This design comes from an exercise in tuning for small area, a short achievable clock period and few clock cycles on the open sky130 flow, not from production work. RTL that was checked went through simulation tests only; none was proved equivalent to the original.

// JAM
module JAM (
input CLK,
input RST,
output reg [2:0] W,
output reg [2:0] J,
input [6:0] Cost,
output reg [3:0] MatchCount,
output reg [9:0] MinCost,
output reg Valid );
clock: 5.0 ns
lec_check: 0
cap_margin: 20
core_margin: 2
core_utilization: 40
cts_buf_list: sky130_fd_sc_hd__clkbuf_8
setup_slack_margin: 0.8
slew_margin: 20
run.sh (not shown) runs the stock make flow with config.mk's settings and CLKGATE_MAP_FILE= SYNTH_SCRIPT=/design/flow/synth_recipe.tcl, a recipe that flattens the netlist after the stock synthesis.
Testbench counts at the start, summed over its fixed seeds: cycles 1,509.
Change:
Settings changed: ABC_AREA set to 1, SETUP_SLACK_MARGIN 0.8 to 0.7.
After rerunning: Die area came out higher slightly; setup slack gets better by 0.43 ns; fmax climbs by roughly a tenth; first-iteration DRC count came out higher by about a fifth; design area fell by a few percent; hold slack degrades by 0.036 ns; routed wire length shrinks slightly; utilization came out lower by 3.7 points; clock skew came out higher by 0.022 ns; non-clock buffer count fell by 70.
Change:
Settings changed: SETUP_SLACK_MARGIN 0.7 to 0.8.
After rerunning: The new run completed without violations. Clock skew came out lower by 0.010 ns. Wire length went down slightly. Global-route usage came out lower by 0.26 points. Via count stays flat. Non-clock buffer count decreases by 16.
Change:
Settings changed: SETUP_SLACK_MARGIN 0.8 to 0.6.
Result: Global-route usage is higher by 0.29 points; worst setup slack loses 0.13 ns; sequential share of layout area is higher by 0.45 points; die area does not change; cell area is lower by 1.1%; routed wire length is higher by 1.6%; clock skew barely changes; maximum frequency is lower by 3.2%; clock-buffer cell count is lower by 9; worst hold slack loses 0.012 ns.


Setup of lagoon:
Another version of the RTL of JAM (not shown whole).
For scale: about 390 flip-flops.
export LEC_CHECK = 0
export ABC_AREA = 1
export CAP_MARGIN = 20
export CORE_MARGIN = 2
export CORE_UTILIZATION = 60
export SLEW_MARGIN = 20
create_clock -name core_clock -period 5.0 [get_ports {CLK}]
Testbench counts of lagoon, summed over its fixed seeds: cycles 2,334.
> inputs changed (lagoon -> zinc)
# lagoon
export LEC_CHECK = 0
export ABC_AREA = 1
export CAP_MARGIN = 20
export CORE_MARGIN = 2
export CORE_UTILIZATION = 60
export SLEW_MARGIN = 20
create_clock -name core_clock -period 5.0 [get_ports {CLK}]
# zinc
export LEC_CHECK = 0
export CAP_MARGIN = 20
export CORE_MARGIN = 2
export CORE_UTILIZATION = 40
export SETUP_SLACK_MARGIN = 1.2
export SLEW_MARGIN = 20
create_clock -name core_clock -period 5.0 [get_ports {CLK}]
Notes after the runs:
Looking at netlist area before placement, zinc sits 0.56% lower than lagoon does. Diff lagoon -> zinc: clock period minus worst slack decreased by 0.60 ns relative to the old numbers; cell area after layout went up 10%. Delta (zinc minus lagoon): fraction of cell area in non-clock buffers +4.4 points; via count went down about 8%. Compared with lagoon, zinc shows worst-margin pin slew higher by 0.13 ns. Wire length of the first global-routing pass: zinc vs lagoon up 5900 um.
Here is what was changed in the inputs of amber compared with zinc.
# zinc
export LEC_CHECK = 0
export CAP_MARGIN = 20
export CORE_MARGIN = 2
export CORE_UTILIZATION = 40
export SETUP_SLACK_MARGIN = 1.2
export SLEW_MARGIN = 20
create_clock -name core_clock -period 5.0 [get_ports {CLK}]
# amber
export LEC_CHECK = 0
export CAP_MARGIN = 20
export CORE_MARGIN = 2
export CORE_UTILIZATION = 40
export SLEW_MARGIN = 20
create_clock -name core_clock -period 5.0 [get_ports {CLK}]
--- outcome ---
- amber against zinc: register-to-register slack went down by 0.62 ns, first-pass GRT wire length went down by 3300 um.
- Looking at setup slack, amber sits 0.62 ns lower than zinc does.
- On first-pass iteration count of the detailed router: between zinc and amber, it ends up higher for amber.
- Routed wire length sits lower in amber than in zinc.
- amber vs. zinc: maximum clock frequency lower; design area lower.


== rev 12 ==
JAM, a different RTL version from the one above (not shown whole).
Size in the first run: ~2200 cells after synthesis.
export LEC_CHECK = 0
export CAP_MARGIN = 20
export CORE_MARGIN = 2
export CORE_UTILIZATION = 40
export SETUP_SLACK_MARGIN = 0.8
export SLEW_MARGIN = 20
create_clock -name core_clock -period 5.0 [get_ports {CLK}]
#### Input delta (rev 13 over rev 12)
Settings: ABC_AREA newly set to 1.
Findings:
Looking at post-synth net total, rev 13 sits 788 above rev 12. Run comparison: rev 12 startpoint of the most critical setup path W[0]$_DFFE_PP0P_; rev 13 startpoint of the most critical setup path Cost[2]. What rev 13 reported for met1 routed wirelength after detailed routing has to be multiplied by 0.900 to get the figure for rev 12. Re clock buffer instance count of the final layout: rev 12 was lower than rev 13. Going from rev 12 to rev 13, the met2 layer usage reported by global route was found to have gone up by 1.3 points. Where maximum achievable frequency is concerned, rev 12 is outperformed by rev 13. Rev 13 reports a lower post-cts sizing count than rev 12 does. Against rev 12 as the reference, rev 13 delivers a higher worst hold slack.
Function was not checked in any run of this note: the RTL went through the layout flow alone.


## job 103
Another version of the RTL of JAM (not shown whole).
Size: ~3,100 cells after synthesis, ~30 I/O pins, roughly 27,000 um^2 of cells after synthesis.
make LEC_CHECK=0 ABC_AREA=1 CAP_MARGIN=20 CORE_MARGIN=2 CORE_UTILIZATION=40 SETUP_SLACK_MARGIN=1.1 SLEW_MARGIN=20 finish   # period 5.0 ns
The flow did not stop early for job 103: all stages ran, and the layout cleared the timing, design-rule and antenna checks.
Input changes introduced in job 104 (baseline for comparison: job 103):
# job 103
export LEC_CHECK = 0
export ABC_AREA = 1
export CAP_MARGIN = 20
export CORE_MARGIN = 2
export CORE_UTILIZATION = 40
export SETUP_SLACK_MARGIN = 1.1
export SLEW_MARGIN = 20
create_clock -name core_clock -period 5.0 [get_ports {CLK}]
# job 104
export LEC_CHECK = 0
export ABC_AREA = 1
export CAP_MARGIN = 20
export CORE_MARGIN = 2
export CORE_UTILIZATION = 40
export SETUP_SLACK_MARGIN = 0.8
export SLEW_MARGIN = 20
create_clock -name core_clock -period 5.0 [get_ports {CLK}]
## What came out
Job 104 has completed all stages; timing, DRC and antenna checks passed. Compared with job 103, in job 104 met3 routed wirelength -about 10%, worst-skew pair later-pin latency higher, number of antenna violations at the first check in global routing held steady. Status: cell count parity (job 104, job 103). For the worst path arrival time, job 104 came in 0.09 ns higher than job 103 did. Against job 103, job 104 reports a non-clock buffer count that is lower.
No run of this note included a check of the RTL's function; only the layout flow was run.


The RTL this note starts from:
==> flow/design.v <==
module JAM (
input CLK,
input RST,
output reg [2:0] W,
output reg [2:0] J,
input [6:0] Cost,
output reg [3:0] MatchCount,
output reg [9:0] MinCost,
output reg Valid );
localparam P = 6;    
localparam PASS1 = 3'd0, PASS2 = 3'd1, INIT = 3'd2, SEARCH = 3'd3, FIX = 3'd4, DONE = 3'd5;
reg [2:0] ph;
reg [6:0] v [0:7];      
reg [6:0] u [0:7];      
reg [2:0] arg [0:7];    
reg [2:0] arg2 [0:7];   
reg [7:0] big [0:7];    
reg [6:0] m;            
reg [2:0] am;           
reg [6:0] m2;           
reg [2:0] am2;          
reg [6:0] Vc;           
reg signed [11:0] R;    
reg [9:0] S [0:6];      
reg [2:0] a [0:6];      
reg [2:0] nxj [0:6];    
reg [6:0] hn;           
reg       bt_ok;        
reg [2:0] bt_d;         
integer k;
wire [2:0] d = W;
wire [2:0] j = J;
wire [2:0] dn = d + 3'd1;
wire [6:0] vj = Vc;
wire       c_lt_v = Cost < vj;
wire [6:0] vmin = c_lt_v ? Cost : vj;
wire [6:0] t = Cost - vj;
wire [6:0] tp = (ph == PASS1 && c_lt_v) ? 7'd0 : t;
wire       t_lt_m = (j == 3'd0) || (tp < m);
wire [6:0] mnew = t_lt_m ? tp : m;
wire [2:0] amnew = t_lt_m ? j : am;
wire       t_lt_m2 = (j == 3'd1) || (tp < m2);
wire [6:0] m2new = t_lt_m ? m : t_lt_m2 ? tp : m2;
wire [2:0] am2new = t_lt_m ? am : t_lt_m2 ? j : am2;
wire signed [11:0] ts = {5'd0, t};
wire       prune = ts > R;
wire       better = ts < R;
wire       leaf = (d == 3'd7);
reg [7:0] used;          
wire [2:0] argd = arg[d];
wire [6:0] ud = u[d];
reg [6:0] Un;           
wire signed [11:0] un_s = {5'd0, Un};
reg [2:0] argn;          
reg [2:0] arg2n;         
reg [2:0] argn2;         
reg [2:0] arg2n2;        
always @(*) begin
	argn2 = arg[0];
	arg2n2 = arg2[0];
	for (k = 0; k < 6; k = k + 1)
		if (d == k) begin
			argn2 = arg[k + 2];
			arg2n2 = arg2[k + 2];
		end
end
reg [6:0] un2;          
always @(*) begin
	un2 = u[0];
	for (k = 0; k < 6; k = k + 1)
		if (d == k) un2 = u[k + 2];
end
wire       is_top = (j == argd);
wire       skipok = R < 12'sd32;
wire [2:0] arg2d = arg2[d];
wire       is_sec = (j == arg2d);
wire       first2 = is_top | is_sec;
wire [7:0] bigd = big[d];
reg [7:0] gt;
always @(*) begin
	for (k = 0; k < 8; k = k + 1) gt[k] = first2 | (k > j);
end
wire [7:0] cand = ~used & ~(8'd1 << argd) & ~(8'd1 << arg2d) & gt & ~(bigd & {8{skipok}});
wire       sec_ok = is_top && !used[arg2d] && !(bigd[arg2d] && skipok);
wire       has_nx = sec_ok || (|cand);
reg  [2:0] nx0;
always @(*) begin
	nx0 = 3'd0;
	for (k = 7; k >= 0; k = k - 1) if (cand[k]) nx0 = k;
end
wire [2:0] nx = sec_ok ? arg2d : nx0;
wire [2:0] jsib = (ph == SEARCH) ? nx : (ph == INIT) ? arg[0] : j + 3'd1;
wire [6:0] v_sib = v[jsib];
wire [7:0] used2 = used | (8'd1 << j);
reg  [2:0] fu;
always @(*) begin
	fu = 3'd0;
	for (k = 7; k >= 0; k = k - 1) if (!used2[k]) fu = k;
end
wire       argn_free = !used2[argn];
wire       arg2n_free = !used2[arg2n];
wire [2:0] jdesc = argn_free ? argn : arg2n_free ? arg2n : fu;
wire [6:0] v_desc = v[jdesc];
reg       bt_ok2;
reg [2:0] bt_d2;
always @(*) begin
	bt_ok2 = 1'b0;
	bt_d2 = 3'd0;
	for (k = 0; k < 7; k = k + 1)
		if (hn[k] && k < bt_d) begin
			bt_ok2 = 1'b1;
			bt_d2 = k;
		end
end
wire [2:0] rd = (ph == FIX) ? d : bt_d;
wire signed [11:0] mc_s = {2'd0, MinCost};
wire signed [11:0] sbt_s = {2'd0, S[rd]};
wire signed [11:0] Rbt = mc_s - sbt_s;
wire [6:0] u_bt = u[bt_d + 3'd1];
wire [2:0] arg_bt = arg[bt_d + 3'd1];
wire [2:0] arg2_bt = arg2[bt_d + 3'd1];
reg [7:0] used_bt;
always @(*) begin
	used_bt = 8'd0;
	for (k = 0; k < 7; k = k + 1)
		if (k < bt_d) used_bt = used_bt | (8'd1 << a[k]);
end
wire [6:0] v_bt = v[nxj[bt_d]];
wire [9:0] Sd = MinCost - R[9:0];    
wire descend = !leaf && !prune;
wire sibling = !leaf && !(first2 && prune && d < P) && has_nx;
always @(posedge CLK or posedge RST) begin
	if (RST) begin
		ph <= PASS1;
		W <= 3'd0;
		J <= 3'd0;
		Valid <= 1'b0;
	end else begin
		case (ph)
		PASS1: begin
			{W, J} <= {W, J} + 6'd1;
			if (d == 3'd7 && j == 3'd7) ph <= PASS2;
		end
		PASS2: begin
			{W, J} <= {W, J} + 6'd1;
			if (d == P - 1 && j == 3'd7) ph <= INIT;
		end
		INIT: begin
			W <= 3'd0;
			J <= arg[0];
			ph <= FIX;
		end
		SEARCH: begin
			if (descend) begin
				W <= dn;
				J <= jdesc;
			end else if (sibling)
				J <= nx;
			else if (bt_ok) begin
				W <= bt_d;
				J <= nxj[bt_d];
				if (leaf && better) ph <= FIX;
			end else begin
				ph <= DONE;
				Valid <= 1'b1;
			end
		end
		FIX: ph <= SEARCH;
		default: ;
		endcase
	end
end
always @(posedge CLK) begin
	if (ph == PASS1) begin
		if (d == 3'd0) v[j] <= Cost;
		else v[j] <= vmin;
	end
	if (ph == PASS2 || (ph == PASS1 && d >= P)) begin
		m <= mnew;
		am <= amnew;
		m2 <= m2new;
		am2 <= am2new;
		big[d][j] <= (tp[6:5] != 2'd0);
		if (j == 3'd7) begin
			u[d] <= mnew;
			arg[d] <= amnew;
			arg2[d] <= am2new;
		end
	end
	if (ph == PASS1 && j == 3'd0) begin
		if (d == P + 1) S[0] <= {3'd0, m};                   
		else if (d > P + 1) S[0] <= S[0] + {3'd0, m};        
	end
	if (ph == PASS2) begin
		if (d == 3'd1) S[0] <= S[0] + {3'd0, vj};            
		else if (j == 3'd0) S[0] <= S[0] + {3'd0, m};        
	end
	if (ph == INIT) begin
		S[0] <= S[0] + {3'd0, m};    
		MinCost <= 10'h3ff;
		MatchCount <= 4'd0;
		bt_ok <= 1'b0;
		Un <= u[1];
		argn <= arg[1];
		arg2n <= arg2[1];
		used <= 8'd0;
	end
	if (ph == FIX)
		R <= Rbt;
	if (ph == PASS1 || ph == PASS2 || ph == INIT)
		Vc <= v_sib;
	if (ph == SEARCH) begin
		if (leaf) begin
			if (better) begin
				MinCost <= Sd + {3'd0, t};
				MatchCount <= 4'd1;
			end else if (!prune)
				MatchCount <= MatchCount + 4'd1;
		end
		if (descend && has_nx) begin
			bt_ok <= 1'b1;
			bt_d <= d;
		end else if (!descend && !sibling) begin
			bt_ok <= bt_ok2;
			bt_d <= bt_d2;
		end
		if (!leaf) begin
			a[d] <= j;
			nxj[d] <= nx;
			hn[d] <= has_nx;
			S[d] <= Sd;
		end
		if (descend) begin
			R <= (R + un_s) - ts;
			Un <= un2;
			argn <= argn2;
			arg2n <= arg2n2;
			used <= used2;
			Vc <= v_desc;
		end else if (sibling)
			Vc <= v_sib;
		else begin
			R <= Rbt;
			Un <= u_bt;
			argn <= arg_bt;
			arg2n <= arg2_bt;
			used <= used_bt;
			Vc <= v_bt;
		end
	end
end
endmodule
clock: 5.0 ns
lec_check: 0
abc_area: 1
cap_margin: 20
core_margin: 2
core_utilization: 40
setup_slack_margin: 0.8
slew_margin: 20
Change:
CTS_BUF_LIST = sky130_fd_sc_hd__clkbuf_8   (was not set)
What happened: Routed wire length climbs by 0.81%. Critical path depth climbs by 8. Worst setup slack gets better by 0.084 ns. Die area stays the same. Worst hold slack gets better by 0.011 ns. Cell area barely changes. Non-clock buffer count climbs by 6. Via count climbs by 0.89%.
Change:
CTS_BUF_LIST = not set   (was sky130_fd_sc_hd__clkbuf_8)
SETUP_SLACK_MARGIN = 0.9   (was 0.8)
The new run went through all stages and came out clean. Critical path depth rises by 2. Synthesized area stays the same. Hold slack loses 0.018 ns. Synthesized cell count does not change. Routed wire length rises by about 1.5%.
Function was not checked in any run of this note: the RTL went through the layout flow alone.


JAM, a different RTL version from the one above (not shown whole).
Size in the first run: roughly 400 flip-flops.
export LEC_CHECK = 0
export CAP_MARGIN = 20
export CORE_MARGIN = 2
export CORE_UTILIZATION = 40
export SETUP_SLACK_MARGIN = 0.6
export SLEW_MARGIN = 20
create_clock -name core_clock -period 5.0 [get_ports {CLK}]
Testbench counts at the start, summed over its fixed seeds: cycles 2,334.
Next try:
CORE_UTILIZATION = 60   (was 40)
CTS_BUF_LIST = sky130_fd_sc_hd__clkbuf_4 sky130_fd_sc_hd__clkbuf_8   (was default)
CTS_CLUSTER_SIZE = 30   (was default)
SETUP_SLACK_MARGIN = 0.8   (was 0.6)
=> The new run finished clean. Wire length goes down by 0.77%. Cell area goes up by 0.82%. Count of clock-buffer cells in the layout goes up by 37. Global-route usage goes up by 11 points. Via count goes up by 4.8%. Fmax goes up by 3.2%. Sequential share of layout area goes down by 0.35 points. Hold slack gains 0.0068 ns.
Next try:
CORE_UTILIZATION = 40   (was 60)
CTS_BUF_LIST = default   (was sky130_fd_sc_hd__clkbuf_4 sky130_fd_sc_hd__clkbuf_8)
CTS_CLUSTER_SIZE = default   (was 30)
SETUP_SLACK_MARGIN = default   (was 0.8)
What happened: Die area climbs by well over a third. Flip-flop and latch count stays the same. Final area drops by a few percent. Via count drops by a few percent. Routed wire length stays flat.
Next try:
SETUP_SLACK_MARGIN = 1.5   (was default)
The changed run completed without violations.
Synthesized area does not change.
Via count grows by 4.3%.
Next try:
SETUP_SLACK_MARGIN = 0.8   (was 1.5)
What happened: Core utilization went down by 2.8 points; cell count went down by 2.5%; synthesized area stays the same; count of clock-buffer cells in the layout went up by 5; cell area went down by about 5.6%; sequential cell count does not change; die area is unchanged; register-to-register slack degrades by 0.11 ns; first-iteration DRC count went down by about 11%.
Next try:
ABC_AREA = 1   (was default)
After rerunning: Critical path depth went up by 5; synthesized cell count rises by about 23%; via count grows by about 12%; hold slack is better by 0.015 ns; worst setup slack gets better by 0.085 ns; cell area decreases by about 0.6%.

[static timing again, ports no longer ideal]
No port has a modelled driver above. Below, the same layouts with a new extraction and two added sets of constraints. Step 1, drivers: a clkbuf_16 drives CLK and a buf_2 each remaining input, both assumed. Step 2 adds t to the input delays and takes it off the output delays; t is the mean of the earliest and latest rising clock arrival at the registers after step 1. Input paths then give back, and output paths get back, about the clock's delay inside the block. Slacks: no drivers / after step 1 / after step 2; pairs: no drivers / after step 1.
| run | t, ns | setup WS [ns] | worst hold slack (ns) | pins driven straight from the clock port |
|---|---|---|---|---|
| the first run of note 1 | 0.729 | 0.443 / 0.443 / -0.133 | 0.511 / 0.511 / 0.511 | 1 |
| the second run of note 1 | 0.749 | 0.874 / 0.896 / 0.150 | 0.475 / 0.475 / 0.475 | 1 |
| the third run of note 1 | 0.752 | 0.968 / 0.968 / 0.292 | 0.504 / 0.504 / 0.504 | 1 |
| the fourth run of note 1 | 0.739 | 0.834 / 0.840 / 0.126 | 0.492 / 0.492 / 0.492 | 1 |
| lagoon | 0.619 | 0.337 / 0.341 / -0.247 | 0.468 / 0.468 / 0.468 | 1 |
| zinc | 0.635 | 0.936 / 0.936 / 0.355 | 0.490 / 0.490 / 0.490 | 1 |
| amber | 0.639 | 0.317 / 0.317 / -0.254 | 0.477 / 0.477 / 0.477 | 1 |
| rev 12 | 0.657 | 0.870 / 0.870 / 0.238 | 0.483 / 0.483 / 0.483 | 1 |
| rev 13 | 0.674 | 0.946 / 0.990 / 0.316 | 0.523 / 0.523 / 0.523 | 1 |
| job 103 | 0.661 | 0.897 / 0.897 / 0.345 | 0.503 / 0.503 / 0.503 | 1 |
| job 104 | 0.684 | 0.935 / 0.935 / 0.332 | 0.498 / 0.498 / 0.498 | 1 |
| the first run of note 5 | 0.649 | 0.888 / 0.888 / 0.374 | 0.531 / 0.531 / 0.531 | 1 |
| the second run of note 5 | 0.737 | 0.971 / 0.971 / 0.325 | 0.541 / 0.541 / 0.541 | 1 |
| the third run of note 5 | 0.673 | 0.780 / 0.780 / 0.159 | 0.523 / 0.523 / 0.523 | 1 |
| the first run of note 6 | 0.637 | 0.730 / 0.730 / 0.192 | 0.486 / 0.486 / 0.486 | 1 |
| the second run of note 6 | 0.675 | 0.865 / 0.876 / 0.201 | 0.493 / 0.493 / 0.493 | 1 |
| the third run of note 6 | 0.637 | 0.291 / 0.332 / -0.305 | 0.477 / 0.477 / 0.477 | 1 |
| the fourth run of note 6 | 0.649 | 0.984 / 1.002 / 0.358 | 0.495 / 0.495 / 0.495 | 1 |
| the fifth run of note 6 | 0.637 | 0.845 / 0.878 / 0.241 | 0.478 / 0.478 / 0.478 | 1 |
| the sixth run of note 6 | 0.641 | 0.930 / 0.970 / 0.329 | 0.493 / 0.493 / 0.493 | 1 |
With both steps, setup timing fails in the first run of note 1, lagoon, amber and the third run of note 6, where it was met with ideal ports. For the second run of note 1, which loses most, drivers alone change the setup slack by +0.022 ns; drivers and shift together by -0.724 ns.
